This is an optimization exercise on Yosys and OpenROAD, whose aim is small area, a short achievable clock period and few clock cycles per item, not a production implementation. Where RTL was checked, it was by simulation tests only, not by an equivalence proof against the original. Function not checked in runs 1 to 3: the RTL went through the layout flow alone. Power figures rest on the tool's default switching activity, not on a simulated workload.

==> design.v <==
`timescale 1ns / 1ps
module SequentialNonrestoringDivider128Bit(
    input  [127:0] dividend_q,
    input  [127:0] divisor_m,
    input          clk,
    input          reset_n,
    output [127:0] quotient,
    output [127:0] remainder,
    output         done
    );
    reg [127:0] r;       
    reg [127:0] q;       
    reg [7:0]   cnt;     
    reg         skip;    
    reg [127:0] d;       
    wire [15:0] nz;
    wire [15:0] hi;
    genvar k;
    generate
        for (k = 0; k < 16; k = k + 1) begin : g_nz
            assign nz[k] = |d[8*k+7:8*k];
        end
        for (k = 0; k < 16; k = k + 1) begin : g_hi
            if (k == 15) begin : g_top
                assign hi[k] = 1'b0;
            end else begin : g_or
                assign hi[k] = |nz[15:k+1];
            end
        end
    endgenerate
    wire [127:0] a  = {r[126:0], q[127]};
    wire [127:0] g0 = a & ~d;
    wire [127:0] p0 = a | ~d;
    wire [127:0] x0 = a ^ ~d;
    wire [127:0] gl [0:7];
    wire [127:0] pl [0:7];
    assign gl[0] = {g0[127:1], g0[0] | p0[0]};   
    assign pl[0] = p0;
    genvar l, i;
    generate
        for (l = 0; l < 7; l = l + 1) begin : g_lvl
            for (i = 0; i < 128; i = i + 1) begin : g_bit
                if ((i >> l) & 1) begin : g_node
                    assign gl[l+1][i] = gl[l][i] | (pl[l][i] & gl[l][((i >> l) << l) - 1]);
                    assign pl[l+1][i] = pl[l][i] & pl[l][((i >> l) << l) - 1];
                end else begin : g_pass
                    assign gl[l+1][i] = gl[l][i];
                    assign pl[l+1][i] = pl[l][i];
                end
            end
        end
    endgenerate
    wire [127:0] diff = x0 ^ {gl[7][126:0], 1'b1};
    wire         qbit = r[127] | gl[7][127];
    always @(posedge clk or negedge reset_n) begin
        if (!reset_n)
            cnt <= 8'd0;
        else if (!cnt[7])
            cnt <= skip ? cnt + 8'd8 : cnt + 8'd1;
    end
    always @(posedge clk)
        d <= divisor_m;
    always @(posedge clk) begin
        if (!reset_n) begin
            r    <= 128'd0;
            q    <= dividend_q;
            skip <= |divisor_m[127:8];
        end else if (!cnt[7]) begin
            if (skip) begin
                {r, q} <= {r[119:0], q, 8'd0};
                skip   <= hi[cnt[6:3] + 4'd1];
            end else begin
                r    <= qbit ? diff : {r[126:0], q[127]};
                q    <= {q[126:0], qbit};
                skip <= 1'b0;
            end
        end
    end
    assign done      = cnt[7];
    assign quotient  = q;
    assign remainder = r;
endmodule
==> flow/run.sh <==
#!/bin/bash
# The standard layout, except that the input and output ports are buffered with
# buf_1 cells (resizable later) instead of the delay buffer buffer_ports picks.
set -euo pipefail
export BUFFER_PORTS_ARGS="-buffer_cell sky130_fd_sc_hd__buf_1"
bash standard.sh > standard_flow.log 2>&1
==> standard.sh <==
#!/bin/bash
# synth_recipe.tcl (not shown) runs the flow's synth.tcl, then flattens the netlist and writes it again
# the make line also repeats each setting of config.mk as NAME=value (left out here)
make -C /OpenROAD-flow-scripts/flow DESIGN_CONFIG=/design/flow/config.mk WORK_HOME=/design/flow/orfs CLKGATE_MAP_FILE= SYNTH_SCRIPT=/design/flow/synth_recipe.tcl "${@:-finish}"
==> config.mk <==
export PLATFORM = sky130hd
export DESIGN_NAME = SequentialNonrestoringDivider128Bit
export DESIGN_NICKNAME = SequentialNonrestoringDivider128Bit
export VERILOG_FILES = /design/flow/design.v
export SDC_FILE = /design/flow/constraint.sdc
export NUM_CORES = 4
export LEC_CHECK = 0
export ABC_CLOCK_PERIOD_IN_PS = 2000
export CAP_MARGIN = 20
export CORE_MARGIN = 2
export CORE_UTILIZATION = 40
export SETUP_SLACK_MARGIN = 3.0
export SLEW_MARGIN = 20
==> constraint.sdc <==
create_clock -name core_clock -period 5.5 [get_ports {clk}]
set_input_delay 1.1000 -clock core_clock [delete_from_list [all_inputs] [get_ports {clk}]]
set_output_delay 1.1000 -clock core_clock [all_outputs]
set_load 0.01 [all_outputs]
==> results of run 1 <==
==> routing by layer <==
layer | up-vias | GRT usage, % | routed length (um)
met5 | - | 0 | 67
met4 | 10 | 13.46 | 4932
met3 | 271 | 5.767 | 9000
met2 | 1250 | 50.24 | 48040
met1 | 11930 | 37.11 | 40000
li1 | 11337 | - | -
==> state kept, by name, indices dropped and copies added, names as in the netlist, named ones only <==
| signal | flops |
|---|---|
| d | 128 |
| q | 128 |
| r | 128 |
| cnt | 6 |
| skip | 1 |
==> layout by cell type, fill, tap and decap left out, types with 18 or more instances in the layout <==
| cell | instances |
|---|---|
| a22o_1 | 41 |
| ha_2 | 35 |
| nor4_4 | 32 |
| clkbuf_16 | 56 |
| o22ai_1 | 25 |
| o21ai_1 | 23 |
| a21oi_1 | 289 |
| o211ai_1 | 69 |
| buf_1 | 504 |
| mux2i_1 | 136 |
| nand2_1 | 67 |
| nand4_1 | 19 |
| nor2_1 | 208 |
| xnor2_1 | 72 |
| o21ai_2 | 20 |
| xor2_1 | 33 |
| nor4_1 | 56 |
| buf_6 | 21 |
| dfxtp_4 | 33 |
| inv_1 | 319 |
| dfxtp_2 | 45 |
| nor3_1 | 37 |
| buf_4 | 119 |
| a32o_1 | 22 |
| inv_2 | 18 |
| nand3_1 | 47 |
| o21ai_0 | 74 |
| buf_12 | 28 |
| dfxtp_1 | 178 |
| edfxtp_1 | 129 |
| o21bai_1 | 27 |
| ha_1 | 211 |
==> cell usage after synthesis, drive strengths merged, types with 7 or more instances <==
cell type	count	area, um2
o31ai	24	185.2
nand3	57	285.3
and3	10	62.56
o21bai	27	202.7
a211oi	23	182.7
dfxtp	256	5125
inv	338	1269
a32o	22	220.2
a31oi	16	100.1
nor2b	15	93.84
dfrtp	8	200.2
xnor2	72	630.6
a221oi	22	211.5
a221o	9	90.09
buf	23	113.9
nand2b	14	87.58
o22ai	27	168.9
nand2	74	280.3
edfxtp	129	3874
nor2	215	809.5
clkbuf	116	435.4
nor4	93	606.8
o21ai	123	630.6
a22o	41	359.1
ha	255	3191
or4	11	86.33
nor3	47	240.2
or3	11	68.82
fa	7	140.1
o211a	7	70.07
o211ai	69	518.0
a21boi	12	101.4
nand4	19	118.9
a21oi	307	1536
o31a	9	78.83
xor2	33	289.0
mux2i	136	1361
o21a	7	52.55
a21o	10	75.07
a2111oi	7	105.1
o32ai	7	61.31
==> how the worst max path moves through the flow <==
stage	from	to	depth (start not counted)
finish	q[127]	r[99]	17
global placement	q[127]	r[33]	16
global route	r[54]	r[63]	19
floorplan	q[127]	r[87]	17
detailed placement	q[127]	r[17]	16
CTS	q[127]	r[61]	18
==> what timing repair did <==
| action | in CTS | in global routing |
|---|---|---|
| hold buffers | 0 | 0 |
| buffers inserted | 85 | 61 |
| setup endpoints to repair | 338 | 254 |
| pin swaps | 79 | 133 |
| gates cloned | 11 | 5 |
| resized for setup | 269 | 244 |
==> power by group through the flow <==
stage	clock network [mW]	logic [mW]	registers, mW
after floorplan	0	4.15	4.64
after global routing	3.61	9.65	4.82
after CTS	3.50	8.03	4.71
after detailed placement	0	6.31	4.82
final	3.46	9.15	4.75
after global placement	0	6.30	4.82
==> worst reg2reg max path: stages, from the launching register on <==
cell and delay, ns:
edfxtp_1 0.40, inv_2 0.10, ha_4 0.13, fa_2 0.23, nor2_4 0.06, o21ai_4 0.17
o2111ai_4 0.16, a2111oi_4 0.37, buf_4 0.19, o22ai_4 0.10, o21a_1 0.21, or3_4 0.43
a21boi_4 0.22, buf_12 0.17, buf_16 0.16, buf_12 0.16, nor3_4 0.05, a221o_1 0.35
==> final cells by class <==
type,count,area [um2]
inverters,339,1287
clock buffers,66,1403
fillers,5726,28440
repair buffers,709,4285
well taps,837,1047
clock inverters,23,292.8
diodes,2,5.005
multi-input cells,1914,15570
flip-flops and latches,393,9383
==> per-stage QoR <==
stage / setup slack [ns] / hold WS (ns)
floorplan: 1.907 / 0.4624
global placement: 0.8599 / 0.4824
detailed placement: 0.7886 / 0.4806
CTS: 1.837 / 0.4933
global route: 1.591 / 0.5343
finish: 1.721 / 0.4902
==> kinds of logic after synthesis <==
logic type                 after synthesis  share of synthesized area (%)
buffers and inverters                  478                          7.296
muxes                                  140                          5.633
xor gates and xnor gates               105                          3.683
and+or+nand+nor                        586                          11.55
AOI/OAI and AO/OA                      820                          21.65
adders and majority gates              262                          13.34
DFF                                    393                          36.84
==> results_dict.tcl, run 1 <==
set metrics [dict create \
    p_sw_mw 7.591 \
    clkSinkCount 393 \
    worstPathRequired_ns 5.99 \
    final_max_slew_viol_count 0 \
    path_class "flop to flop" \
    worstSetupStartpointType "flop" \
    portBuffers 514 \
    crit_chain "inv_2 > ha_4 > fa_2 > nor2_4 > o21ai_4 > o2111ai_4 > a2111oi_4 > buf_4 > o22ai_4 > o21a_1 > or3_4 > a21boi_4 > buf_12 > buf_16 > buf_12 > nor3_4 > a221o_1" \
    ys_seq_area_share_pct 36.84 \
    antenna_left 0 \
    ys_ff_latch 393 \
    syn_avg_cell_area_um2 8.968 \
    timing.setup.tns_ns 0 \
    num_io_pins 515 \
    wl_per_cell_um 23.82 \
    place_inst 4030 \
    worstSkewPairLatency_ns 0.61 \
    hp-class "flop to flop" \
    endpoint_kind "flop" \
    worst_pin_slew_ns 1.169 \
    rsz0062_at_grt "yes" \
    async_reset_ff_share_pct 2.036 \
    drc 0 \
    crit_path_frequent_cell "buf_12" \
    tritoncts "built" \
    drv_cap 0 \
    syn-num-nets 3304 \
    pwr-share-comb_pct 52.7 \
    grt_pass1_wl_um 146000 \
    ctsRootBufferMaster "clkbuf_16" \
    hpwl_um 68950 \
    routed_wl_um 102000 \
    grt.total_usage_pct 29.91 \
    antenna_found_initial 7 \
    cellLeakagePower_nw 13.19 \
    critPathTopFamily "compound AO/OA/AOI/OAI gates" \
    drtIter0Drc 2152 \
    power_mw 17.36 \
    dpl_cell_area_um2 27930 \
    htreeDepth 2 \
    gp_congestion 0.9286 \
    r2r-start "q[127]" \
    fmax_ghz 0.2646 \
    hp-start "cnt[0]" \
    dr.pass1.iters 6 \
    r2r_slack_ns 1.72 \
    rows 91 \
    netlist_area_um2 24970 \
    min_path_cells 1 \
    cp_max_fo 6 \
    ff2ff_path_depth 17 \
    cts_buffer_depth 3 \
    relSlewSlack_pct 21.80 \
    synth_cells 2784 \
    die_h_um 253.8 \
    hold_path_end "cnt[0]" \
    power_per_cell_area_nw_per_um2 521.7 \
    grt_pass1_vias 23322 \
    fin_util_pct 53.92 \
    stdcell_count 4283 \
    area_delta_synth_final_pct 33.26 \
    period_share_pct 68.70 \
    skew_ns 0.02285 \
    critPathArrivalTime_ns 4.27 \
    vias 24798 \
    die_w_um 253.8 \
    overflow 0 \
    p_sw_share_pct 43.73 \
    final_hold_viol_count 0 \
    viasPerCell 5.790 \
    die_area_um2 64430 \
    pwr-share-seq_pct 27.3 \
    status "no timing/DRC/antenna violations" \
    critical_path_buf_inv_count 5 \
    max-vdd-ir-drop_v 0.0003188 \
    finalSetupViolCount 0 \
    p_int_mw 9.766 \
    synth.distinct_cells 86 \
    drive_gt1_share_pct 18.15 \
    synth_warnings 1 \
    finalCriticalPeriod_ns 3.779 \
    ys.flop_type "dfxtp_1" \
    final_area_um2 33270 \
    cts_buffers 48 \
    clkTransAtPathRegs_ns 0.06 \
    nNetsFinal 3925 \
    crit_path_max_incr_delay_ns 0.43 \
    r2r_end "r[99]" \
    grt_max_degree 139 \
    placeableCoreArea_um2 61710 \
    initial_core_util_pct 40.46 \
    synth-edff-count 129 \
    clkPwrFrac_pct 19.9 \
    cpMaxStageDelayCell "or3_4" \
]
==> inputs of run 2 (changes only) <==
==> run.sh (new file) <==
#!/bin/bash
# synth_recipe.tcl (not shown) runs the flow's synth.tcl, then flattens the netlist and writes it again
# the make line also repeats each setting of config.mk as NAME=value (left out here)
make -C /OpenROAD-flow-scripts/flow DESIGN_CONFIG=/design/flow/config.mk WORK_HOME=/design/flow/orfs CLKGATE_MAP_FILE= SYNTH_SCRIPT=/design/flow/synth_recipe.tcl finish
--- a/config.mk
+++ b/config.mk
@@ -7,3 +7,3 @@
 export LEC_CHECK = 0
-export ABC_CLOCK_PERIOD_IN_PS = 2000
+export ABC_CLOCK_PERIOD_IN_PS = 2500
 export CAP_MARGIN = 20
@@ -11,3 +11,3 @@
 export CORE_UTILIZATION = 40
-export SETUP_SLACK_MARGIN = 3.0
+export SETUP_SLACK_MARGIN = 2.0
 export SLEW_MARGIN = 20
removed: flow/run.sh
removed: standard.sh
==> run 2 against run 1 <==
Sequential cell count unchanged. Core utilization increased by 3.8 points. Non-clock buffer count decreased by 34. Total power increased by 1.7%. First-iteration DRC count decreased by 16%. Synthesized cell count unchanged. Count of clock-buffer cells in the layout decreased by 4. Synthesized area unchanged. Worst hold slack got worse by 0.16 ns. Largest cell class unchanged. Clock power decreased by 5%. Sequential share of layout area decreased by 2.1 points. Setup slack got worse by 0.11 ns.
==> results_dict.tcl, run 2 <==
set metrics [dict create \
    cts_buffer_depth 3 \
    grt.total_usage_pct 32.11 \
    synth-edff-count 129 \
    clkTransAtPathRegs_ns 0.06 \
    pwr-share-seq_pct 27.3 \
    dpl_cell_area_um2 31070 \
    clkPwrFrac_pct 18.7 \
    cp_max_fo 7 \
    critPathTopFamily "compound AO/OA/AOI/OAI gates" \
    path_class "flop to flop" \
    worstPathRequired_ns 5.94 \
    portBuffers 514 \
    yosysMostFrequentCell "inv_1" \
    grt_max_degree 157 \
    reg_top3 "d x128, q x128, r x128" \
    cts_buffers 49 \
    gp_congestion 0.9237 \
    wl_per_cell_um 25.49 \
    routed_wl_um 108400 \
    skew_ns 0.02724 \
    syn-num-nets 3304 \
    finalSetupViolCount 0 \
    drive_gt1_share_pct 14.45 \
    crit_chain "inv_2 > ha_4 > fa_2 > nor2_4 > o21ai_4 > o2111ai_4 > a2111oi_4 > buf_6 > o22ai_4 > o21a_1 > or3_4 > a21boi_4 > buf_12 > nor2_4 > buf_12 > buf_16 > a211oi_2 > o22ai_1" \
    relSlewSlack_pct 25.63 \
    worstSkewPairLatency_ns 0.61 \
    die_w_um 253.8 \
    synth.distinct_cells 86 \
    rsz0062_at_grt "yes" \
    r2r_end "r[71]" \
    antenna_left 0 \
    worst_slack_ns 1.612 \
    viasPerCell 5.856 \
    grt_pass1_vias 24831 \
    antenna_found_initial 12 \
    critical_path_buf_inv_count 5 \
    worst_pin_slew_ns 1.116 \
    pwr-share-comb_pct 54.0 \
    final_hold_viol_count 0 \
    clkSinkCount 393 \
    initial_core_util_pct 40.46 \
    synth_common_cells "inv_1, a21oi_1, dfxtp_1, ha_1, nor2_1" \
    nNetsFinal 3891 \
    num_io_pins 515 \
    async_reset_ff_share_pct 2.036 \
    final_max_slew_viol_count 0 \
    p_sw_mw 7.467 \
    htreeDepth 2 \
    ys_top_cells_by_area "dfxtp_1, edfxtp_1, ha_1" \
    postCtsHoldBufs 0 \
    yosysTopAreaCell "dfxtp_1" \
    period_share_pct 70.68 \
    drc 0 \
    worstSetupStartpointType "flop" \
    placeableCoreArea_um2 61710 \
    place_inst 4039 \
    synth_cells 2784 \
    stdcell_count 4252 \
    power_per_cell_area_nw_per_um2 495.7 \
    p_sw_share_pct 42.31 \
    endpoint_kind "flop" \
    p_int_mw 10.18 \
    area_delta_synth_final_pct 42.60 \
    crit_path_max_incr_delay_ns 0.46 \
    final-seq-area_um2 9308 \
    dr.pass1.iters 5 \
    tritoncts "built" \
    place_ws_ns 0.8505 \
    grt_pass1_wl_um 156900 \
    status "no timing/DRC/antenna violations" \
    die_h_um 253.8 \
    synth_top_area_share_pct 20.53 \
    final_area_um2 35600 \
    r2r-start "q[127]" \
    nFillCells 5501 \
    ff2ff_path_depth 18 \
    netlist_area_um2 24970 \
    power_mw 17.65 \
    cpMaxStageDelayCell "edfxtp_1" \
    syn_avg_cell_area_um2 8.968 \
    hpwl_um 74610 \
    ctsRootBufferMaster "clkbuf_16" \
    layout_common_cells "clkdlybuf4s50_1, inv_1, a21oi_1, ha_1, nor2_1" \
    ys_seq_area_share_pct 36.84 \
    drv_cap 0 \
    ys.flop_type "dfxtp_1" \
    final_common_cell "clkdlybuf4s50_1" \
    max-vdd-ir-drop_v 0.0003348 \
    ys_ff_latch 393 \
    fmax_ghz 0.2572 \
    die_area_um2 64430 \
    critPathArrivalTime_ns 4.33 \
    vias 24900 \
    rows 91 \
    drtIter0Drc 1802 \
    r2r_slack_ns 1.61 \
    multiInputGateArea_um2 15190 \
    overflow 0 \
    synth_warnings 1 \
    cellLeakagePower_nw 14.25 \
    hp-class "primary input to asynchronous set/reset pin" \
    timing.setup.tns_ns 0 \
    finalCriticalPeriod_ns 3.888 \
]
-- run 2: cell counts after synthesis --
No cell type changed its count.
-- run 2: worst reg2reg max path, cell delays in order (launching register included) --
cell       delay (ns)
edfxtp_1         0.46
inv_2            0.12
ha_4             0.13
fa_2             0.23
nor2_4           0.05
o21ai_4          0.15
o2111ai_4        0.17
a2111oi_4        0.41
buf_6            0.20
o22ai_4          0.09
o21a_1           0.20
or3_4            0.46
a21boi_4         0.17
buf_12           0.16
nor2_4           0.09
buf_12           0.21
buf_16           0.13
a211oi_2         0.17
o22ai_1          0.13
-- run 2: metal layers --
metal,routed length [um],share of wire (%),global-route usage (%)
met1,42820,40,39.75
met5,93,0.086,0
met3,9375,8.6,6.904
met2,51010,47,54.10
met4,5098,4.7,13.19
-- run 2: area by class of cell --
class	count	area share, %
sequential	393	26.14
tap	837	2.941
inverter	339	3.602
clock buffer	62	3.693
clock inverter	29	0.8364
antenna	4	0.02811
timing repair buffer	675	20.09
multi-input combinational	1913	42.67
-- run 2: kinds of logic after synthesis --
| group | share of synthesized area, % |
|---|---|
| fa+ha+maj | 13.34 |
| mux | 5.633 |
| xor+xnor | 3.683 |
| simple gates | 11.55 |
| buf+inv | 7.296 |
| compound gates | 21.65 |
| flops | 36.84 |
-- run 2: stage by stage --
stage / hold WS [ns] / utilization (%)
CTS: 0.2854 / 55.75
finish: 0.3270 / 57.69
global placement: 0.4788 / 50.34
floorplan: 0.4624 / -
global route: 0.3056 / 57.69
detailed placement: 0.4795 / 50.34
-- run 2: power by group through the flow --
stage | Clock (mW) | Combinational (mW) | Sequential, mW
global route | 3.46 | 10.0 | 4.89
floorplan | 0 | 4.06 | 4.64
global placement | 0 | 7.21 | 4.80
detailed placement | 0 | 7.27 | 4.81
finish | 3.30 | 9.54 | 4.81
CTS | 3.35 | 8.66 | 4.78
-- run 2: worst max-delay path by stage --
| stage | depth (start not counted) | startpoint | slack (ns) | end |
|---|---|---|---|---|
| 3_5_place_dp | 17 | q[127] | 0.85 | r[70] |
| 3_3_place_gp | 15 | r[74] | 0.92 | r[23] |
| 6_report | 18 | q[127] | 1.61 | r[71] |
| 4_1_cts | 18 | q[127] | 1.59 | r[65] |
| 2_1_floorplan | 17 | q[127] | 1.95 | r[87] |
| 5_1_grt | 18 | q[127] | 1.48 | r[71] |
-- run 2: repair_timing --
action,in CTS,in global routing
endpoints found under the setup margin,130,130
cloned,9,7
pin swaps,77,102
setup buffers,59,43
gates resized for setup,223,166
endpoints found under the hold margin,0,0
==> inputs of run 3 (changes only) <==
--- a/design.v
+++ b/design.v
@@ -62,5 +62,12 @@
         d <= divisor_m;
+    wire         step  = reset_n & ~cnt[7] & ~skip;
+    wire         take  = step & qbit;
+    wire [127:0] r_alt = step      ? {r[126:0], q[127]} :
+                         ~reset_n  ? 128'd0 :
+                         cnt[7]    ? r : {r[119:0], q[127:120]};
+    wire [127:0] r_nxt = take ? diff : r_alt;
+    always @(posedge clk)
+        r <= r_nxt;
     always @(posedge clk) begin
         if (!reset_n) begin
-            r    <= 128'd0;
             q    <= dividend_q;
@@ -69,6 +76,5 @@
             if (skip) begin
-                {r, q} <= {r[119:0], q, 8'd0};
-                skip   <= hi[cnt[6:3] + 4'd1];
+                q    <= {q[119:0], 8'd0};
+                skip <= hi[cnt[6:3] + 4'd1];
             end else begin
-                r    <= qbit ? diff : {r[126:0], q[127]};
                 q    <= {q[126:0], qbit};
==> flow/run.sh (new file) <==
#!/bin/bash
# The standard layout, except that the input and output ports are buffered with
# buf_1 cells (resizable later) instead of the delay buffer buffer_ports picks.
set -euo pipefail
export BUFFER_PORTS_ARGS="-buffer_cell sky130_fd_sc_hd__buf_1"
bash standard.sh > standard_flow.log 2>&1
==> standard.sh (new file) <==
#!/bin/bash
# synth_recipe.tcl (not shown) runs the flow's synth.tcl, then flattens the netlist and writes it again
# the make line also repeats each setting of config.mk as NAME=value (left out here)
make -C /OpenROAD-flow-scripts/flow DESIGN_CONFIG=/design/flow/config.mk WORK_HOME=/design/flow/orfs CLKGATE_MAP_FILE= SYNTH_SCRIPT=/design/flow/synth_recipe.tcl "${@:-finish}"
removed: run.sh
==> run 3 against run 2 <==
Non-clock buffer count is 37 higher. Sequential cell count stayed put. Clock skew is 0.0060 ns lower. Count of clock-buffer cells in the layout is 7 higher. Largest cell class unchanged.
==> results_dict.tcl, run 3 <==
set metrics [dict create \
    multiInputGateArea_um2 13970 \
    status "no timing/DRC/antenna violations" \
    synth_mux_area_share_pct 5.144 \
    skew_ns 0.02123 \
    clkSinkCount 393 \
    drv_cap 0 \
    min_path_cells 1 \
    synth_cells 2565 \
    yosysMostFrequentCell "inv_1" \
    async_reset_ff_share_pct 2.036 \
    ys_seq_area_share_pct 42.70 \
    p_sw_mw 7.893 \
    drtIter0Drc 1714 \
    tritoncts "built" \
    finalSetupViolCount 0 \
    htreeDepth 2 \
    synth_top_area_share_pct 31.45 \
    power_per_cell_area_nw_per_um2 556.5 \
    ys.flop_type "edfxtp_1" \
    portBuffers 514 \
    power_mw 18.33 \
    worstSetupStartpointType "flop" \
    postCtsHoldBufs 0 \
    synthSimpleGateAreaFrac_pct 11.71 \
    hp-start "cnt[0]" \
    die_w_um 251.7 \
    nFillCells 5323 \
    finalCriticalPeriod_ns 4.021 \
    worstPathRequired_ns 5.89 \
    r2r_end "r[7]" \
    ys_ff_latch 393 \
    area_delta_synth_final_pct 34.19 \
    initial_core_util_pct 40.58 \
    viasPerCell 5.728 \
    grt_pass1_vias 22689 \
    gp_congestion 0.9577 \
    grt_max_degree 211 \
    syn_avg_cell_area_um2 9.568 \
    cts_buffer_depth 3 \
    r2r_slack_ns 1.48 \
    final_common_cell "buf_1" \
    period_share_pct 73.10 \
    reg_top3 "d x128, q x128, r x128" \
    ctsRootBufferMaster "clkbuf_16" \
    critPathArrivalTime_ns 4.41 \
    p_int_mw 10.43 \
    r2r-start "q[127]" \
    final_hold_viol_count 0 \
    ff2ff_path_depth 20 \
    die_h_um 251.7 \
    grt.total_usage_pct 28.97 \
    hold_path_end "cnt[0]" \
    synth-edff-count 257 \
    relSlewSlack_pct 23.23 \
    synthAdderAreaFrac_pct 13.57 \
    routed_wl_um 97320 \
    cellLeakagePower_nw 13.70 \
    grt_pass1_wl_um 139600 \
    rsz0062_at_grt "yes" \
    synth_common_cells "inv_1, a21oi_1, edfxtp_1, ha_1, nor2_1" \
    p_sw_share_pct 43.07 \
    rows 90 \
    hpwl_um 64430 \
    vias 23145 \
    fmax_ghz 0.2487 \
    top_usage_layer "met2" \
    layout_common_cells "buf_1, inv_1, edfxtp_1, ha_1, a21oi_1" \
    netlist_area_um2 24540 \
    num_io_pins 515 \
    nNetsFinal 3737 \
    drc 0 \
    worst_pin_slew_ns 1.152 \
    worstSkewPairLatency_ns 0.59 \
    cp_max_fo 7 \
    whs_ns 0.5126 \
    antenna_found_initial 4 \
    synth_xor_area_share_pct 4.104 \
    synth_top_family_by_area "compound AO/OA/AOI/OAI gates" \
    synth-compound-area-share_pct 15.88 \
    placeableCoreArea_um2 60470 \
    overflow 0 \
    syn-num-nets 3085 \
    final-seq-area_um2 10480 \
    pwr-share-comb_pct 53.4 \
    ys_top_cells_by_area "edfxtp_1, ha_1, dfxtp_1" \
    antenna_left 0 \
    synth.distinct_cells 76 \
    max-vdd-ir-drop_v 0.0002825 \
    cts_buffers 48 \
    met2_usage_pct 47.99 \
    grtUsageMet1_pct 36.01 \
    endpoint_kind "flop" \
    wl_per_cell_um 24.08 \
    synth_warnings 1 \
    drive_gt1_share_pct 17.19 \
    use_met3_pct 6.128 \
    yosysTopAreaCell "edfxtp_1" \
    clkTransAtPathRegs_ns 0.06 \
    clkPwrFrac_pct 18.4 \
    dr.pass1.iters 6 \
    path_class "flop to flop" \
    die_area_um2 63350 \
    final_max_slew_viol_count 0 \
    pwr-share-seq_pct 28.2 \
    hp-class "flop to flop" \
    timing.setup.tns_ns 0 \
]
==> run 3: cell type report <==
cell class                 count  area share (%)
timing repair buffer         712           13.84
sequential                   393           31.83
inverter                     331           3.784
tap                          782           2.971
clock buffer                  69           4.715
antenna                        2         0.01520
multi-input combinational   1731           42.42
clock inverter                21          0.4217
==> run 3: routing by layer <==
layer	vias up	routed length, um
li1	10469	-
met1	11273	37710
met2	1148	45770
met3	251	8532
met4	4	5285
met5	-	20
==> run 3: what timing repair did <==
action                                  CTS  global route
setup buffers                            98            48
gates cloned                             32             3
pin swaps                               155            92
endpoints found under the setup margin  129           129
gates resized for setup                 265           140
==> run 3: metrics by stage <==
step	utilization (%)	instances	setup WS [ns]	area (um2)
after floorplan	-	2565	1.571	24610
after global placement	45.27	3767	1.140	27380
after detailed placement	45.27	3767	1.062	27380
after CTS	52.65	3987	1.635	31840
after global routing	54.45	4039	1.325	32930
final	54.46	4041	1.479	32930
==> run 3: worst max path at each step <==
stage               slack [ns]  cells past startpoint  startpoint      to
global route              1.33                     18      q[127]  r[107]
CTS                       1.64                     20      q[127]    r[7]
floorplan                 1.57                      4     reset_n    q[0]
global placement          1.14                     14        r[4]  r[103]
finish                    1.48                     20      q[127]    r[7]
detailed placement        1.06                     13      r[104]   r[90]
==> run 3: power groups by stage <==
stage / sequential, mW / combinational [mW] / clock (mW)
2_1_floorplan: 5.05 / 4.09 / 0
3_3_place_gp: 5.17 / 6.16 / 0
3_5_place_dp: 5.20 / 6.24 / 0
4_1_cts: 5.15 / 8.79 / 3.42
5_1_grt: 5.23 / 10.4 / 3.51
6_report: 5.16 / 9.79 / 3.37
==> run 3: worst max-delay path, cell delays in order, from the launching register on <==
cell and delay, ns:
edfxtp_1 0.37, inv_2 0.06, ha_4 0.15, fa_2 0.39, nor2_4 0.13, o211a_1 0.21
o211a_4 0.21, a2111oi_4 0.07, buf_4 0.17, o211ai_4 0.34, nand4_1 0.26, nand3_4 0.21
nand3_4 0.12, buf_6 0.16, and2_4 0.19, buf_6 0.14, buf_6 0.11, buf_16 0.13
nor2_4 0.11, a211oi_2 0.04, a211oi_1 0.21
==> run 3: kinds of logic after synthesis <==
| logic type | Yosys count |
|---|---|
| and+or+nand+nor | 618 |
| AOI/OAI and AO/OA | 604 |
| adders and majority gates | 262 |
| muxes | 126 |
| xor gates and xnor gates | 115 |
| DFF | 393 |
| buffers and inverters | 447 |
==> inputs of run 4 (changes only) <==
--- a/design.v
+++ b/design.v
@@ -14,3 +14,2 @@
     reg         skip;    
-    reg [127:0] d;       
     wire [15:0] nz;
@@ -20,3 +19,3 @@
         for (k = 0; k < 16; k = k + 1) begin : g_nz
-            assign nz[k] = |d[8*k+7:8*k];
+            assign nz[k] = |divisor_m[8*k+7:8*k];
         end
@@ -31,5 +30,5 @@
     wire [127:0] a  = {r[126:0], q[127]};
-    wire [127:0] g0 = a & ~d;
-    wire [127:0] p0 = a | ~d;
-    wire [127:0] x0 = a ^ ~d;
+    wire [127:0] g0 = a & ~divisor_m;
+    wire [127:0] p0 = a | ~divisor_m;
+    wire [127:0] x0 = a ^ ~divisor_m;
     wire [127:0] gl [0:7];
@@ -60,4 +59,2 @@
     end
-    always @(posedge clk)
-        d <= divisor_m;
     wire         step  = reset_n & ~cnt[7] & ~skip;
--- a/config.mk
+++ b/config.mk
@@ -7,3 +7,2 @@
 export LEC_CHECK = 0
-export ABC_CLOCK_PERIOD_IN_PS = 2500
 export CAP_MARGIN = 20
@@ -11,3 +10,2 @@
 export CORE_UTILIZATION = 40
-export SETUP_SLACK_MARGIN = 2.0
 export SLEW_MARGIN = 20
==> run 4 against run 3 <==
Sequential share of layout area shrank 0.93 points. Total power shrank 32%. Combinational power shrank 39%. Fmax shrank 17%. Setup slack lost 0.84 ns. First-iteration DRC count shrank 17%. Cell count shrank 10%. Synthesized cell count shrank 5.2%. Core utilization shrank 6.8 points. Highest routed layer unchanged.
==> results_dict.tcl, run 4 <==
set metrics [dict create \
    status "no timing/DRC/antenna violations" \
    gp_congestion 0.9218 \
    rsz0062_at_grt "no" \
    hp-class "flop to flop" \
    cp.depth 17 \
    viasPerCell 5.496 \
    period_share_pct 88.41 \
    synth_cells 2432 \
    fmax_ghz 0.2056 \
    place_inst 3559 \
    crit_chain "buf_1 > ha_1 > fa_1 > nor2_1 > o311ai_1 > a311oi_1 > a211oi_1 > o21a_1 > or3_1 > a21oi_4 > o211ai_2 > o21ai_2 > buf_4 > a21oi_4 > buf_4 > o31ai_1 > a211oi_1" \
    critPathTopFamily "compound AO/OA/AOI/OAI gates" \
    antenna_found_initial 3 \
    grt_pass1_wl_um 114400 \
    cts_buffer_depth 3 \
    clkSinkCount 265 \
    drc 0 \
    overflow 0 \
    dpl_cell_area_um2 24520 \
    initial_core_util_pct 40.46 \
    cp_max_fo 24 \
    die_h_um 237.3 \
    reg_top3 "q x128, r x128, cnt x6" \
    dr.pass1.iters 5 \
    finalCriticalPeriod_ns 4.863 \
    final_common_cell "buf_1" \
    ctsRootBufferMaster "clkbuf_16" \
    grt_max_degree 238 \
    ys_ff_latch 265 \
    syn_avg_cell_area_um2 8.953 \
    netlist_area_um2 21770 \
    power_per_cell_area_nw_per_um2 483.5 \
    min_path_cells 1 \
    rows 85 \
    worst_slack_ns 0.6372 \
    placeableCoreArea_um2 53810 \
    ff2ff_path_depth 17 \
    async_reset_ff_share_pct 3.019 \
    critPathArrivalTime_ns 5.22 \
    worstSkewPairLatency_ns 0.55 \
    drtIter0Drc 1419 \
    grt.total_usage_pct 26.19 \
    synth.distinct_cells 69 \
    hpwl_um 57080 \
    cts_resized 0 \
    syn-num-nets 2952 \
    critical_path_buf_inv_count 3 \
    die_w_um 237.3 \
    area_delta_synth_final_pct 17.69 \
    ys.flop_type "edfxtp_1" \
    synth_top_area_share_pct 35.44 \
    timing.setup.tns_ns 0 \
    endpoint_kind "flop" \
    crit_path_max_incr_delay_ns 0.55 \
    worst_pin_slew_ns 1.031 \
    relSlewSlack_pct 31.24 \
    cpMaxStageDelayCell "a211oi_1" \
    portBuffers 514 \
    num_io_pins 515 \
    tritoncts "built" \
    yosysMostFrequentCell "inv_1" \
    antenna_left 0 \
    ys_seq_area_share_pct 36.36 \
    nNetsFinal 3423 \
    final_max_slew_viol_count 0 \
    cellLeakagePower_nw 10.64 \
    max-vdd-ir-drop_v 0.0002884 \
    skew_ns 0.01904 \
    path_class "primary input to flop" \
    clkTransAtPathRegs_ns 0.06 \
    worstPathRequired_ns 5.85 \
    routed_wl_um 76200 \
    synth_warnings 1 \
    grt_pass1_vias 19513 \
    cts_buffers 37 \
    wl_per_cell_um 21.00 \
    vias 19938 \
    htreeDepth 2 \
    synth_common_cells "inv_1, edfxtp_1, ha_1, nor2_1, a21oi_1" \
    final_area_um2 25620 \
    place_ws_ns 0.05475 \
    final_hold_viol_count 0 \
    layout_common_cells "buf_1, inv_1, edfxtp_1, ha_1, a21oi_1" \
    ys_top_cells_by_area "edfxtp_1, ha_1, inv_1" \
    synth-edff-count 257 \
    postCtsHoldBufs 0 \
    drive_gt1_share_pct 3.480 \
    stdcell_count 3628 \
    drv_cap 0 \
    finalSetupViolCount 0 \
    die_area_um2 56320 \
    worstSetupStartpointType "primary input" \
    cts_setup_buffers 0 \
    yosysTopAreaCell "edfxtp_1" \
]
-- run 4: cell count changes after synthesis, moves of 10 or more --
cell      previous run  this run
o211ai_1            16        70
o21ai_0             43       196
dfxtp_1            128         0
buf_1               20         9
inv_1              330       345
a311oi_1            16         6
nor2_1             253       216
nand3_1             49         8
o21ai_1              3        34
nor4_1              76        39
nand4_1             30         5
a211oi_1            62        12
a21oi_1            279       214
nand2_1            114       140
-- run 4: logic make-up (layout without fill, tap and decap cells) --
kind of cell	after synthesis	in the layout	synth area share (%)
flip-flops	265	265	36.36
multiplexers	127	127	5.896
adder cells (fa/ha/maj)	262	262	15.30
AND/OR/NAND/NOR	518	518	10.83
other	0	1	0
XOR/XNOR	117	117	4.706
buffers and inverters	462	961	8.091
AO/OA/AOI/OAI	681	681	18.82
-- run 4: final timing paths --
path	slack (ns)	end	start
worst min register to register	0.50	cnt[0]	cnt[0]
min in group asynchronous	0.55	cnt[6]	reset_n
max in group asynchronous	4.60	cnt[5]	reset_n
worst min-delay path	0.50	cnt[0]	cnt[0]
worst max-delay path	0.64	r[25]	divisor_m[0]
worst max register to register	0.67	r[25]	q[127]
-- run 4: metrics by stage --
| stage | total power, mW | utilization, % | hold slack, ns |
|---|---|---|---|
| 6_report | 12.39 | 47.62 | 0.4972 |
| 5_1_grt | 13.24 | 47.61 | 0.5549 |
| 4_1_cts | 12.44 | 47.55 | 0.5038 |
| 3_5_place_dp | 10.16 | 45.56 | 0.4926 |
| 3_3_place_gp | 10.05 | 45.51 | 0.4893 |
| 2_1_floorplan | 7.929 | - | 0.4729 |
-- run 4: power by group --
group	internal, mW	switching (mW)	leakage [nW]	total, mW
logic	2.29	3.71	7.40	6.01
clock network	1.26	0.965	0.521	2.22
registers	3.19	0.979	2.72	4.16
total	6.74	5.65	10.6	12.4
-- run 4: layout make-up --
type | instances | area (um2)
antenna | 1 | 2.502
clock buffer | 50 | 984.7
clock inverter | 17 | 87.58
fill | 5264 | 28190
inverter | 345 | 1295
multi-input combinational | 1705 | 12140
sequential | 265 | 7918
tap | 696 | 870.8
timing repair buffer | 549 | 2327
-- run 4: metal layers --
metal  vias up  share of wire [%]  track usage (%)
li1       9540                  -                -
met1      9444                 39            31.27
met2       791                 49            45.42
met3       159                7.8            5.284
met4         4                4.6            11.91
met5         -              0.021                0
Testbench counts of run 4, summed over its fixed seeds: cycles 29,684, items 384.
==> inputs of run 5 (changes only) <==
--- a/config.mk
+++ b/config.mk
@@ -10,2 +10,4 @@
 export CORE_UTILIZATION = 40
+export CTS_BUF_LIST = sky130_fd_sc_hd__clkbuf_4
+export SETUP_SLACK_MARGIN = 2.0
 export SLEW_MARGIN = 20
==> run 5 against run 4 <==
Total power increased by 13%. Count of clock-buffer cells in the layout increased by 77. Combinational power grew 29%. Via count grew 6.8%. Largest cell class unchanged. Critical path type is now flop to flop. Clock power is 5% lower.
==> results_dict.tcl, run 5 <==
set metrics [dict create \
    cpMaxStageDelayCell "edfxtp_1" \
    drive_gt1_share_pct 13.33 \
    cts_buffer_depth 3 \
    cp_max_fo 2 \
    antenna_left 0 \
    nNetsFinal 3576 \
    final_hold_viol_count 0 \
    clkPwrFrac_pct 15.1 \
    reg_top3 "q x128, r x128, cnt x6" \
    tritoncts "built" \
    grt_pass1_wl_um 124300 \
    synth_top_area_share_pct 35.44 \
    worst_pin_slew_ns 1.316 \
    worstPathRequired_ns 6.12 \
    htreeDepth 3 \
    viasPerCell 5.587 \
    ctsRootBufferMaster "clkbuf_4" \
    final_common_cell "buf_1" \
    worstSkewPairLatency_ns 0.80 \
    power_mw 14.04 \
    grt_pass1_vias 20898 \
    stdcell_count 3812 \
    fmax_ghz 0.2283 \
    relSlewSlack_pct 11.37 \
    crit_end "r[0]" \
    finalCriticalPeriod_ns 4.381 \
    power_per_cell_area_nw_per_um2 499.5 \
    critPathArrivalTime_ns 5.00 \
    yosysMostFrequentCell "inv_1" \
    p_sw_share_pct 46.30 \
    hpwl_um 57930 \
    pwr-share-comb_pct 55.2 \
    routed_wl_um 85540 \
    cts_buffers 84 \
    drc 0 \
    layout_common_cells "buf_1, inv_1, edfxtp_1, ha_1" \
    crit_path_max_incr_delay_ns 0.41 \
    place_ws_ns 0.2470 \
    gp_congestion 0.9485 \
    drtIter0Drc 1515 \
    rows 85 \
    num_io_pins 515 \
    r2r_slack_ns 1.12 \
    p_sw_mw 6.501 \
    wl_per_cell_um 22.44 \
    synth_warnings 1 \
    synth.distinct_cells 69 \
    clkTransAtPathRegs_ns 0.07 \
    yosysTopAreaCell "edfxtp_1" \
    final_max_slew_viol_count 0 \
    die_h_um 237.3 \
    period_share_pct 79.65 \
    status "no timing/DRC/antenna violations" \
    synth-edff-count 257 \
    portBuffers 514 \
    ys.flop_type "edfxtp_1" \
    worstSetupStartpointType "flop" \
    synth_common_cells "inv_1, edfxtp_1, ha_1, nor2_1, a21oi_1" \
    timing.setup.tns_ns 0 \
    cellLeakagePower_nw 11.82 \
    skew_ns 0.03316 \
    netlist_area_um2 21770 \
    vias 21298 \
    dr.pass1.iters 8 \
    endpoint_kind "flop" \
    async_reset_ff_share_pct 3.019 \
    p_int_mw 7.541 \
    ys_seq_area_share_pct 36.36 \
    synth_cells 2432 \
    ff2ff_path_depth 35 \
    place_inst 3549 \
    initial_core_util_pct 40.46 \
    antenna_found_initial 2 \
    placeableCoreArea_um2 53810 \
    die_w_um 237.3 \
    crit_path_frequent_cell "buf_6" \
    ys_top_cells_by_area "edfxtp_1, ha_1, inv_1" \
    drv_cap 0 \
    finalSetupViolCount 0 \
    ys_ff_latch 265 \
    hp-class "primary input to asynchronous set/reset pin" \
    r2r-start "q[127]" \
    r2r_end "r[0]" \
    postCtsHoldBufs 0 \
    max-vdd-ir-drop_v 0.0002141 \
    area_delta_synth_final_pct 29.12 \
    syn-num-nets 2952 \
    crit_start "q[127]" \
    overflow 0 \
    grt.total_usage_pct 28.71 \
    path_class "flop to flop" \
    worst_slack_ns 1.119 \
    syn_avg_cell_area_um2 8.953 \
    grt_max_degree 214 \
    rsz0062_at_grt "yes" \
    clkSinkCount 265 \
    die_area_um2 56320 \
    pwr-share-seq_pct 29.7 \
]
run 5: metrics by stage:
stage	util (%)	hold WS (ns)	area (um2)
after global routing	52.24	0.3412	28110
final	52.24	0.3829	28110
after floorplan	-	0.4729	21950
after global placement	45.48	0.4939	24480
after detailed placement	45.53	0.5050	24500
after CTS	50.13	0.2901	26970
run 5: how the worst min path moves through the flow:
stage | endpoint | cells after the start | from | slack, ns
3_5_place_dp | flop | 2 | flop | 0.51
4_1_cts | asynchronous set/reset pin | 1 | reset_n | 0.29
5_1_grt | asynchronous set/reset pin | 1 | reset_n | 0.34
2_1_floorplan | flop | 2 | flop | 0.47
6_report | asynchronous set/reset pin | 1 | reset_n | 0.38
3_3_place_gp | flop | 2 | flop | 0.49
run 5: worst max-delay path, delay by kind of cell, from the launching register on:
family          cells  cell delay [ns]
flops               1             0.41
buf+inv            34             3.55
compound gates      1             0.22
run 5: what timing repair did:
action | in CTS | in global routing
pin swaps | 49 | 91
cloned | 15 | 10
hold endpoints to repair | 0 | 0
setup buffers | 60 | 31
endpoints found under the setup margin | 129 | 129
resized for setup | 135 | 139
run 5: cells by family (layout without fill, tap and decap cells):
family          Yosys count  after routing  share of synthesized area, %
compound gates          681            683                         18.82
simple gates            518            520                         10.83
buf+inv                 462           1140                         8.091
flops                   265            265                         36.36
fa+ha+maj               262            262                         15.30
mux                     127            127                         5.896
xor+xnor                117            117                         4.706
other cells               0              2                             0
run 5: routing by layer:
metal / part of all wire (%) / GRT usage, % / vias up
met5: 0.019 / 0 / -
li1: - / - / 9916
met1: 38 / 33.55 / 10205
met4: 4.8 / 13.36 / 2
met3: 7.6 / 6.050 / 229
met2: 49 / 50.33 / 946
run 5: final cells by class:
type	count	area, um2
Tap cell	696	870.8
Timing Repair Buffer	651	3913
Fill cell	5042	25700
Multi-Input combinational cell	1709	13040
Inverter	345	1295
Clock inverter	17	117.6
Sequential cell	265	7918
Antenna cell	2	5.005
Clock buffer	127	953.4
run 5: power groups by stage:
stage,registers (mW),clock network [mW],logic (mW)
finish,4.17,2.12,7.75
global placement,4.19,0,5.90
detailed placement,4.21,0,5.98
global route,4.23,2.27,8.39
floorplan,4.03,0,3.95
CTS,4.16,2.16,6.83
==> inputs of run 6 (changes only) <==
--- a/config.mk
+++ b/config.mk
@@ -7,2 +7,3 @@
 export LEC_CHECK = 0
+export ABC_CLOCK_PERIOD_IN_PS = 2500
 export CAP_MARGIN = 20
@@ -10,3 +11,2 @@
 export CORE_UTILIZATION = 40
-export CTS_BUF_LIST = sky130_fd_sc_hd__clkbuf_4
 export SETUP_SLACK_MARGIN = 2.0
==> run 6 against run 5 <==
Still clean on timing, DRC and antenna. Routed wire length shrank 2.1%. Synthesized area stayed put. First-iteration DRC count decreased by 5.4%. Clock skew is 0.020 ns lower. Register-to-register slack gained 0.07 ns. Count of clock-buffer cells in the layout fell by 81. Synthesized cell count stayed put. Combinational power shrank 4.9%. Die area unchanged. Cell count shrank 3.5%.
==> results_dict.tcl, run 6 <==
set metrics [dict create \
    period_share_pct 79.82 \
    worstSkewPairLatency_ns 0.57 \
    final-seq-area_um2 7918 \
    cpMaxStageDelayCell "or3_4" \
    cts_buffer_depth 3 \
    grt_max_degree 214 \
    postCtsHoldBufs 0 \
    critPathTopFamily "compound AO/OA/AOI/OAI gates" \
    rows 85 \
    max-vdd-ir-drop_v 0.0003268 \
    nFillCells 5069 \
    crit_chain "buf_1 > ha_2 > fa_2 > nor2_4 > o311ai_4 > a311oi_2 > a211oi_2 > o21a_1 > or3_4 > a21oi_4 > o211ai_4 > o21ai_2 > buf_4 > buf_6 > a21o_4 > nand3_4 > buf_6 > clkbuf_16 > o21ai_2" \
    routed_wl_um 83740 \
    synth-edff-count 257 \
    status "no timing/DRC/antenna violations" \
    synth_common_cells "inv_1, edfxtp_1, ha_1, nor2_1, a21oi_1" \
    final_area_um2 27590 \
    placeableCoreArea_um2 53810 \
    ys_seq_area_share_pct 36.36 \
    cp_max_fo 7 \
    yosysTopAreaCell "edfxtp_1" \
    layout_common_cells "buf_1, inv_1, edfxtp_1, ha_1" \
    ys_top_cells_by_area "edfxtp_1, ha_1, inv_1" \
    ff2ff_path_depth 18 \
    r2r_end "r[93]" \
    vias 20679 \
    num_io_pins 515 \
    crit_path_max_incr_delay_ns 0.40 \
    final_common_cell "buf_1" \
    crit_end "r[93]" \
    multiInputGateArea_um2 13010 \
    cellLeakagePower_nw 11.46 \
    die_w_um 237.3 \
    p_int_mw 7.488 \
    fmax_ghz 0.2278 \
    finalCriticalPeriod_ns 4.390 \
    tritoncts "built" \
    relSlewSlack_pct 10.59 \
    drc 0 \
    syn-num-nets 2952 \
    critPathArrivalTime_ns 4.81 \
    path_class "primary input to flop" \
    syn_avg_cell_area_um2 8.953 \
    min_path_cells 2 \
    drive_gt1_share_pct 9.695 \
    skew_ns 0.01310 \
    viasPerCell 5.621 \
    clkPwrFrac_pct 16.8 \
    cp.depth 19 \
    wl_per_cell_um 22.76 \
    worst_pin_slew_ns 1.327 \
    pwr-share-comb_pct 53.0 \
    cts_buffers 35 \
    hp-class "flop to flop" \
    htreeDepth 2 \
    synth_warnings 1 \
    timing.setup.tns_ns 0 \
    grt_pass1_wl_um 122500 \
    final_max_slew_viol_count 0 \
    hpwl_um 57930 \
    rsz0062_at_grt "yes" \
    nNetsFinal 3476 \
    async_reset_ff_share_pct 3.019 \
    netlist_area_um2 21770 \
    pwr-share-seq_pct 30.2 \
    overflow 0 \
    drtIter0Drc 1433 \
    fin_util_pct 51.27 \
    synth_top_area_share_pct 35.44 \
    yosysMostFrequentCell "inv_1" \
    whs_ns 0.5091 \
    gp_congestion 0.9485 \
    synth.distinct_cells 69 \
    portBuffers 514 \
    crit_start "divisor_m[0]" \
    ys.flop_type "edfxtp_1" \
    r2r-start "r[35]" \
    die_h_um 237.3 \
    worstSetupStartpointType "primary input" \
    grt_pass1_vias 20253 \
    endpoint_kind "flop" \
    power_per_cell_area_nw_per_um2 503.4 \
    antenna_found_initial 2 \
    area_delta_synth_final_pct 26.73 \
    reg_top3 "q x128, r x128, cnt x6" \
    p_sw_mw 6.402 \
    dr.pass1.iters 7 \
    finalSetupViolCount 0 \
    drv_cap 0 \
    die_area_um2 56320 \
    clkTransAtPathRegs_ns 0.06 \
    final_hold_viol_count 0 \
    critical_path_buf_inv_count 5 \
    clkSinkCount 265 \
    initial_core_util_pct 40.46 \
    p_sw_share_pct 46.09 \
    synth_cells 2432 \
    worstPathRequired_ns 5.92 \
    antenna_left 0 \
    ctsRootBufferMaster "clkbuf_16" \
    ys_ff_latch 265 \
    dpl_cell_area_um2 24500 \
    grt.total_usage_pct 28.30 \
    r2r_slack_ns 1.19 \
]
run 6: cell count changes in the layout (fill, tap and decap cells not counted), sizes merged:
cell / delta
inv: +2
clkinv: -3
clkbuf: -82
buf: -50
run 6: power by group through the flow:
| stage | sequential [mW] | combinational [mW] | clock [mW] |
|---|---|---|---|
| 2_1_floorplan | 4.03 | 3.95 | 0 |
| 4_1_cts | 4.18 | 6.75 | 2.36 |
| 5_1_grt | 4.25 | 8.02 | 2.43 |
| 6_report | 4.19 | 7.37 | 2.33 |
| 3_3_place_gp | 4.19 | 5.90 | 0 |
| 3_5_place_dp | 4.21 | 5.98 | 0 |
run 6: worst min-delay path, delay by kind of cell, from the launching register on:
| kind | cells | cell delay, ns |
|---|---|---|
| and+or+nand+nor | 2 | 0.12 |
| DFF | 1 | 0.36 |
run 6: how the worst min path moves through the flow:
stage / start / end / slack (ns)
after floorplan: flop / flop / 0.47
after global placement: flop / flop / 0.49
after detailed placement: flop / flop / 0.51
after CTS: cnt[0] / cnt[0] / 0.52
after global routing: cnt[0] / cnt[0] / 0.52
final: flop / flop / 0.51
run 6: area by class of cell:
| type | count | share of cell area, % |
|---|---|---|
| multi-input cells | 1709 | 47.16 |
| repair buffers | 600 | 12.23 |
| diodes | 2 | 0.01814 |
| clock buffers | 46 | 3.469 |
| flip-flops and latches | 265 | 28.69 |
| clock inverters | 16 | 0.5804 |
| well taps | 696 | 3.156 |
| inverters | 345 | 4.693 |
run 6: logic make-up after synthesis:
| kind of cell | share of synthesized area, % |
|---|---|
| AND/OR/NAND/NOR | 10.83 |
| adder cells (fa/ha/maj) | 15.30 |
| XOR/XNOR | 4.706 |
| flip-flops | 36.36 |
| buffers and inverters | 8.091 |
| AO/OA/AOI/OAI | 18.82 |
| multiplexers | 5.896 |
run 6: metrics by stage:
stage	power (mW)	setup slack (ns)	std cells
global route	14.69	1.013	3677
CTS	13.29	1.220	3657
detailed placement	10.18	0.2470	3549
finish	13.89	1.110	3679
floorplan	7.974	1.029	2432
global placement	10.08	0.2741	3548
run 6: per-layer routing:
metal | part of all wire, % | vias up | global-route usage, %
met5 | 0.019 | - | 0
met4 | 5.0 | 2 | 12.85
met3 | 7.1 | 214 | 4.982
met2 | 49 | 875 | 49.43
met1 | 39 | 9924 | 33.96
li1 | - | 9664 | -
run 6: repair_timing:
item / CTS / global route
setup endpoints to repair: 129 / 130
pin swaps: 64 / 86
resized for setup: 107 / 123
buffers inserted: 27 / 12
cloned: 19 / 7
==> inputs of run 7 (changes only) <==
--- a/config.mk
+++ b/config.mk
@@ -7,3 +7,2 @@
 export LEC_CHECK = 0
-export ABC_CLOCK_PERIOD_IN_PS = 2500
 export CAP_MARGIN = 20
@@ -11,2 +10,3 @@
 export CORE_UTILIZATION = 40
+export CTS_BUF_LIST = sky130_fd_sc_hd__clkbuf_8
 export SETUP_SLACK_MARGIN = 2.0
==> run 7 against run 6 <==
Cell count up 1.3%. Clock skew rose by 0.030 ns. Critical path type unchanged. Sequential power about the same. Clock power decreased by 16%. Fmax up 3.4%. Still clean. Total power shrank 2.7%. Synthesized area did not move. Routed wire length fell by 0.33%. Worst hold slack gained 0.0036 ns. Global-route usage increased by 0.28 points. Core utilization is 0.38 points lower.
==> results_dict.tcl, run 7 <==
set metrics [dict create \
    grt_pass1_wl_um 123400 \
    status "no timing/DRC/antenna violations" \
    r2r_slack_ns 1.33 \
    period_share_pct 77.17 \
    grt.total_usage_pct 28.57 \
    clkSinkCount 265 \
    clkPwrFrac_pct 14.5 \
    synth.distinct_cells 69 \
    dr.pass1.iters 5 \
    die_w_um 237.3 \
    ys_seq_area_share_pct 36.36 \
    ys_ff_latch 265 \
    placeableCoreArea_um2 53810 \
    drive_gt1_share_pct 9.643 \
    hpwl_um 57930 \
    htreeDepth 2 \
    viasPerCell 5.572 \
    min_path_cells 1 \
    synth_top_area_share_pct 35.44 \
    p_sw_mw 6.330 \
    gp_congestion 0.9485 \
    r2r_end "r[39]" \
    worstSetupStartpointType "primary input" \
    hp-start "cnt[0]" \
    antenna_found_initial 4 \
    cts_buffers 53 \
    synth-edff-count 257 \
    skew_ns 0.04300 \
    routed_wl_um 83460 \
    yosysTopAreaCell "edfxtp_1" \
    hp-class "flop to flop" \
    drv_cap 0 \
    cellLeakagePower_nw 11.45 \
    cp_max_fo 6 \
    pwr-share-seq_pct 30.9 \
    path_class "primary input to flop" \
    ys.flop_type "edfxtp_1" \
    rsz0062_at_grt "yes" \
    timing.setup.tns_ns 0 \
    async_reset_ff_share_pct 3.019 \
    reg_top3 "q x128, r x128, cnt x6" \
    antenna_left 0 \
    hold_path_end "cnt[0]" \
    area_delta_synth_final_pct 25.79 \
    fmax_ghz 0.2356 \
    nNetsFinal 3506 \
    p_int_mw 7.191 \
    synth_common_cells "inv_1, edfxtp_1, ha_1, nor2_1, a21oi_1" \
    finalSetupViolCount 0 \
    initial_core_util_pct 40.46 \
    final_area_um2 27390 \
    r2r-start "r[62]" \
    p_sw_share_pct 46.81 \
    worstPathRequired_ns 5.87 \
    drtIter0Drc 1550 \
    finalCriticalPeriod_ns 4.244 \
    drc 0 \
    critPathArrivalTime_ns 4.62 \
    synth_warnings 1 \
    ys_top_cells_by_area "edfxtp_1, ha_1, inv_1" \
    relSlewSlack_pct 12.96 \
    tritoncts "built" \
    worstSkewPairLatency_ns 0.66 \
    final_hold_viol_count 0 \
    portBuffers 514 \
    worst_pin_slew_ns 1.295 \
    power_per_cell_area_nw_per_um2 493.7 \
    dpl_cell_area_um2 24500 \
    grt_pass1_vias 20481 \
    vias 20763 \
    synth_cells 2432 \
    wl_per_cell_um 22.40 \
    clkTransAtPathRegs_ns 0.06 \
    rows 85 \
    ff2ff_path_depth 17 \
    endpoint_kind "flop" \
    yosysMostFrequentCell "inv_1" \
    overflow 0 \
    ctsRootBufferMaster "clkbuf_8" \
    final_max_slew_viol_count 0 \
    pwr-share-comb_pct 54.6 \
    syn_avg_cell_area_um2 8.953 \
    cts_buffer_depth 3 \
    grt_max_degree 214 \
    die_h_um 237.3 \
    num_io_pins 515 \
    netlist_area_um2 21770 \
    final_common_cell "buf_1" \
    syn-num-nets 2952 \
    die_area_um2 56320 \
    max-vdd-ir-drop_v 0.0002081 \
    layout_common_cells "buf_1, inv_1, edfxtp_1, ha_1, nor2_1" \
]
[run 7: power groups by stage]
stage	Clock, mW	Sequential, mW	Combinational (mW)
global route	2.10	4.24	8.03
global placement	0	4.19	5.90
floorplan	0	4.03	3.95
CTS	2.01	4.17	6.98
detailed placement	0	4.21	5.98
finish	1.96	4.18	7.38
[run 7: worst max-delay path, cell delays in order]
cell	delay (ns)
buf_1	0.12
ha_1	0.29
nor4_1	0.68
nand3_2	0.24
nand2b_4	0.22
o221a_1	0.25
o211a_4	0.19
a21oi_4	0.24
o211ai_4	0.11
o21ai_2	0.18
buf_6	0.15
a21oi_4	0.09
buf_12	0.21
buf_12	0.14
buf_12	0.13
o211ai_1	0.15
o21ai_1	0.10
[run 7: cells by family (layout without fill, tap and decap cells)]
family	count (synthesis)	after routing	synth area share, %
simple gates	518	520	10.83
compound gates	681	684	18.82
fa+ha+maj	262	262	15.30
flops	265	265	36.36
buf+inv	462	1053	8.091
mux	127	127	5.896
other cells	0	2	0
xor+xnor	117	117	4.706
[run 7: final cells by class]
| type | instances | area (um2) |
|---|---|---|
| diodes | 2 | 5.005 |
| clock buffers | 53 | 729.5 |
| clock inverters | 44 | 241.5 |
| fillers | 5132 | 26430 |
| inverters | 345 | 1295 |
| multi-input cells | 1710 | 12910 |
| flip-flops and latches | 265 | 7918 |
| well taps | 696 | 870.8 |
| repair buffers | 611 | 3420 |
[run 7: per-stage QoR]
stage	hold WS (ns)	setup WS, ns	total power, mW	std cells	utilization, %
2_1_floorplan	0.4729	1.029	7.974	2432	-
3_3_place_gp	0.4939	0.2741	10.08	3548	45.48
3_5_place_dp	0.5050	0.2470	10.18	3549	45.53
4_1_cts	0.4641	1.323	13.17	3705	50.00
5_1_grt	0.4951	1.196	14.36	3726	50.90
6_report	0.5127	1.256	13.52	3726	50.90
[run 7: what timing repair did]
action / CTS / global route
buffers inserted: 37 / 17
pin swaps: 89 / 66
endpoints found under the setup margin: 129 / 129
hold buffers: 0 / 0
cloned: 22 / 1
gates resized for setup: 137 / 61
[run 7: how the worst max path moves through the flow]
stage / end / slack, ns / start / depth (start not counted)
floorplan: r[118] / 1.03 / divisor_m[36] / 15
global placement: r[5] / 0.27 / divisor_m[32] / 15
detailed placement: r[66] / 0.25 / divisor_m[0] / 17
CTS: r[66] / 1.32 / divisor_m[0] / 18
global route: r[51] / 1.20 / divisor_m[0] / 19
finish: r[39] / 1.26 / divisor_m[63] / 17
[run 7: metal layers]
metal  track usage (%)  wire length, um  share of wire [%]
met5                 0               33              0.040
met4             13.61             3884                4.7
met3             5.516             6002                7.2
met2             50.08            41320                 50
met1             33.59            32220                 39
==> inputs of run 8 (changes only) <==
--- a/config.mk
+++ b/config.mk
@@ -9,3 +9,3 @@
 export CORE_MARGIN = 2
-export CORE_UTILIZATION = 40
+export CORE_UTILIZATION = 50
 export CTS_BUF_LIST = sky130_fd_sc_hd__clkbuf_8
==> run 8 against run 7 <==
Final area shrank 0.26%. Non-clock buffer count grew 6. Die area shrank 20%. Worst hold slack gained 0.0052 ns. Clock skew shrank 0.010 ns. Sequential share of layout area grew 0.076 points. Sequential cell count is the same. First-iteration DRC count grew 6.6%. Critical endpoint is now r[94]. Largest cell class unchanged. Largest power group unchanged. Highest routed layer unchanged.
==> results_dict.tcl, run 8 <==
set metrics [dict create \
    crit_path_frequent_cell "buf_12" \
    power_per_cell_area_nw_per_um2 498.3 \
    fin_util_pct 63.42 \
    wl_per_cell_um 22.40 \
    htreeDepth 2 \
    worst_pin_slew_ns 1.159 \
    hpwl_um 57550 \
    final_common_cell "buf_1" \
    ctsRootBufferMaster "clkbuf_8" \
    grt_pass1_vias 20000 \
    synth_top_area_share_pct 35.44 \
    min_path_cells 1 \
    status "no timing/DRC/antenna violations" \
    die_area_um2 45230 \
    gp_congestion 0.9200 \
    postCtsHoldBufs 0 \
    ys_seq_area_share_pct 36.36 \
    grt_max_degree 252 \
    cp.depth 19 \
    routed_wl_um 81100 \
    critical_path_buf_inv_count 5 \
    viasPerCell 5.735 \
    ff2ff_path_depth 19 \
    yosysTopAreaCell "edfxtp_1" \
    placeableCoreArea_um2 43080 \
    critPathTopFamily "compound AO/OA/AOI/OAI gates" \
    grt.total_usage_pct 34.45 \
    endpoint_kind "flop" \
    synth_warnings 1 \
    skew_ns 0.03274 \
    max-vdd-ir-drop_v 0.0002747 \
    drc 0 \
    final_max_slew_viol_count 0 \
    ys_top_cells_by_area "edfxtp_1, ha_1, inv_1" \
    yosysMostFrequentCell "inv_1" \
    drive_gt1_share_pct 9.733 \
    die_w_um 212.7 \
    clkSinkCount 265 \
    relSlewSlack_pct 21.90 \
    tritoncts "built" \
    worstSkewPairLatency_ns 0.66 \
    dpl_cell_area_um2 24400 \
    ys_ff_latch 265 \
    synth_cells 2432 \
    crit_chain "buf_1 > ha_2 > fa_2 > nor2_4 > o311ai_4 > a311oi_2 > a211oi_2 > o21a_1 > or3_4 > a21oi_4 > o211ai_4 > o21ai_4 > buf_4 > a21o_4 > nand3_4 > buf_12 > buf_12 > buf_16 > o21ai_2" \
    worstPathRequired_ns 5.99 \
    area_delta_synth_final_pct 25.46 \
    synth-edff-count 257 \
    fmax_ghz 0.2374 \
    cts_buffer_depth 3 \
    timing.setup.tns_ns 0 \
    period_share_pct 76.59 \
    finalSetupViolCount 0 \
    dr.pass1.iters 5 \
    num_io_pins 515 \
    antenna_left 0 \
    cp_max_fo 5 \
    antenna_found_initial 12 \
    critPathArrivalTime_ns 4.70 \
    initial_core_util_pct 50.55 \
    layout_common_cells "buf_1, inv_1, edfxtp_1, ha_1, nor2_1" \
    syn_avg_cell_area_um2 8.953 \
    cpMaxStageDelayCell "or3_4" \
    portBuffers 514 \
    final_area_um2 27320 \
    synth_common_cells "inv_1, edfxtp_1, ha_1, nor2_1, a21oi_1" \
    reg_top3 "q x128, r x128, cnt x6" \
    crit_path_max_incr_delay_ns 0.39 \
    power_mw 13.61 \
    cts_buffers 52 \
    hp-class "flop to flop" \
    drv_cap 0 \
    path_class "primary input to flop" \
    ys.flop_type "edfxtp_1" \
    rows 76 \
    grt_pass1_wl_um 118200 \
    overflow 0 \
    worstSetupStartpointType "primary input" \
    nFillCells 3759 \
    netlist_area_um2 21770 \
    vias 20760 \
    synth.distinct_cells 69 \
    clkTransAtPathRegs_ns 0.06 \
    finalCriticalPeriod_ns 4.213 \
    nNetsFinal 3510 \
    die_h_um 212.7 \
    drtIter0Drc 1652 \
    syn-num-nets 2952 \
    cellLeakagePower_nw 11.50 \
    async_reset_ff_share_pct 3.019 \
    final_hold_viol_count 0 \
    rsz0062_at_grt "yes" \
]
==> run 8: cell counts after synthesis <==
No cell type changed its count.
==> run 8: final cells by class <==
cell class | instances | area, um2 | area share [%]
antenna | 4 | 10.01 | 0.03664
clock buffer | 53 | 729.5 | 2.670
clock inverter | 42 | 272.8 | 0.9985
inverter | 345 | 1295 | 4.741
multi-input combinational | 1709 | 12870 | 47.12
sequential | 265 | 7918 | 28.98
tap | 585 | 732.0 | 2.679
timing repair buffer | 617 | 3490 | 12.77
==> run 8: routing by layer <==
layer	vias up	global-route usage [%]	share of wire [%]
met5	-	0	0.13
met1	9890	42.87	40
met4	16	16.33	4.6
li1	9730	-	-
met3	190	6.354	7.4
met2	934	57.90	48
==> run 8: final timing paths <==
check | from | to | slack [ns]
worst max-delay path | divisor_m[0] | r[94] | 1.29
worst min-delay path | cnt[6] | cnt[6] | 0.52
worst max register to register | q[127] | r[94] | 1.33
worst min register to register | cnt[6] | cnt[6] | 0.52
max in group asynchronous | reset_n | asynchronous set/reset pin | 4.34
min in group asynchronous | reset_n | cnt[6] | 0.60
==> run 8: stage by stage <==
step / hold WS (ns) / worst slack [ns] / std cells
after floorplan: 0.4729 / 1.029 / 2432
after global placement: 0.4921 / 0.2837 / 3442
after detailed placement: 0.5022 / 0.2688 / 3443
after CTS: 0.5165 / 1.379 / 3597
after global routing: 0.5411 / 1.218 / 3619
final: 0.5180 / 1.287 / 3620
==> run 8: what timing repair did <==
| item | 4_1_cts | 5_1_grt |
|---|---|---|
| resized for setup | 153 | 52 |
| gates cloned | 17 | 4 |
| hold endpoints to repair | 0 | 0 |
| buffers inserted | 42 | 13 |
| pin swaps | 87 | 47 |
| setup endpoints to repair | 129 | 129 |
==> run 8: cell families (layout without fill, tap and decap cells) <==
| logic type | after synthesis | after routing | synth area share (%) |
|---|---|---|---|
| compound gates | 681 | 683 | 18.82 |
| simple gates | 518 | 520 | 10.83 |
| buf+inv | 462 | 1057 | 8.091 |
| flops | 265 | 265 | 36.36 |
| fa+ha+maj | 262 | 262 | 15.30 |
| mux | 127 | 127 | 5.896 |
| xor+xnor | 117 | 117 | 4.706 |
| other cells | 0 | 4 | 0 |
==> run 8: report_power, final <==
part	internal, mW	switching, mW
Clock	1.05	1.00
Sequential	3.18	0.970
Combinational	3.07	4.34
Total	7.30	6.32

-- afterwards: timing with drivers on the ports --
The flow's constraints put no driver on any port. The routed layouts listed below were extracted and timed again, unchanged, in two steps. Step 1 sets driving cells, clkbuf_16 on the clock port and buf_2 on the other inputs (assumed; they add their load-dependent delay and slew). Step 2 moves the port delays by t, midway between the first and last clock arrival at a register: inputs arrive t later, outputs are due t later. That takes back most of the time a late clock gives input paths. Slacks: ideal ports / drivers / drivers and shift; pairs: ideal ports / drivers.
run	t (ns)	setup slack, ns	latest minus earliest clock arrival (ns)	slew at the worst register clock pin (ns)
run 1	0.662	1.721 / 1.721 / 1.721	0.022 / 0.022	0.07 / 0.07
run 2	0.658	1.612 / 1.612 / 1.435	0.029 / 0.030	0.06 / 0.06
run 3	0.645	1.479 / 1.479 / 1.479	0.021 / 0.021	0.07 / 0.07
run 4	0.595	0.637 / 0.670 / 0.074	0.019 / 0.019	0.06 / 0.06
run 5	0.839	1.119 / 1.119 / 0.508	0.034 / 0.033	0.07 / 0.07
run 6	0.619	1.110 / 1.145 / 0.526	0.013 / 0.014	0.07 / 0.07
run 7	0.694	1.256 / 1.281 / 0.587	0.043 / 0.043	0.07 / 0.07
run 8	0.702	1.287 / 1.310 / 0.608	0.035 / 0.034	0.07 / 0.07
After both steps setup and hold are still met in every run listed. The setup slack of run 8, which loses most, moves by +0.023 ns with the drivers and by -0.679 ns with both steps.
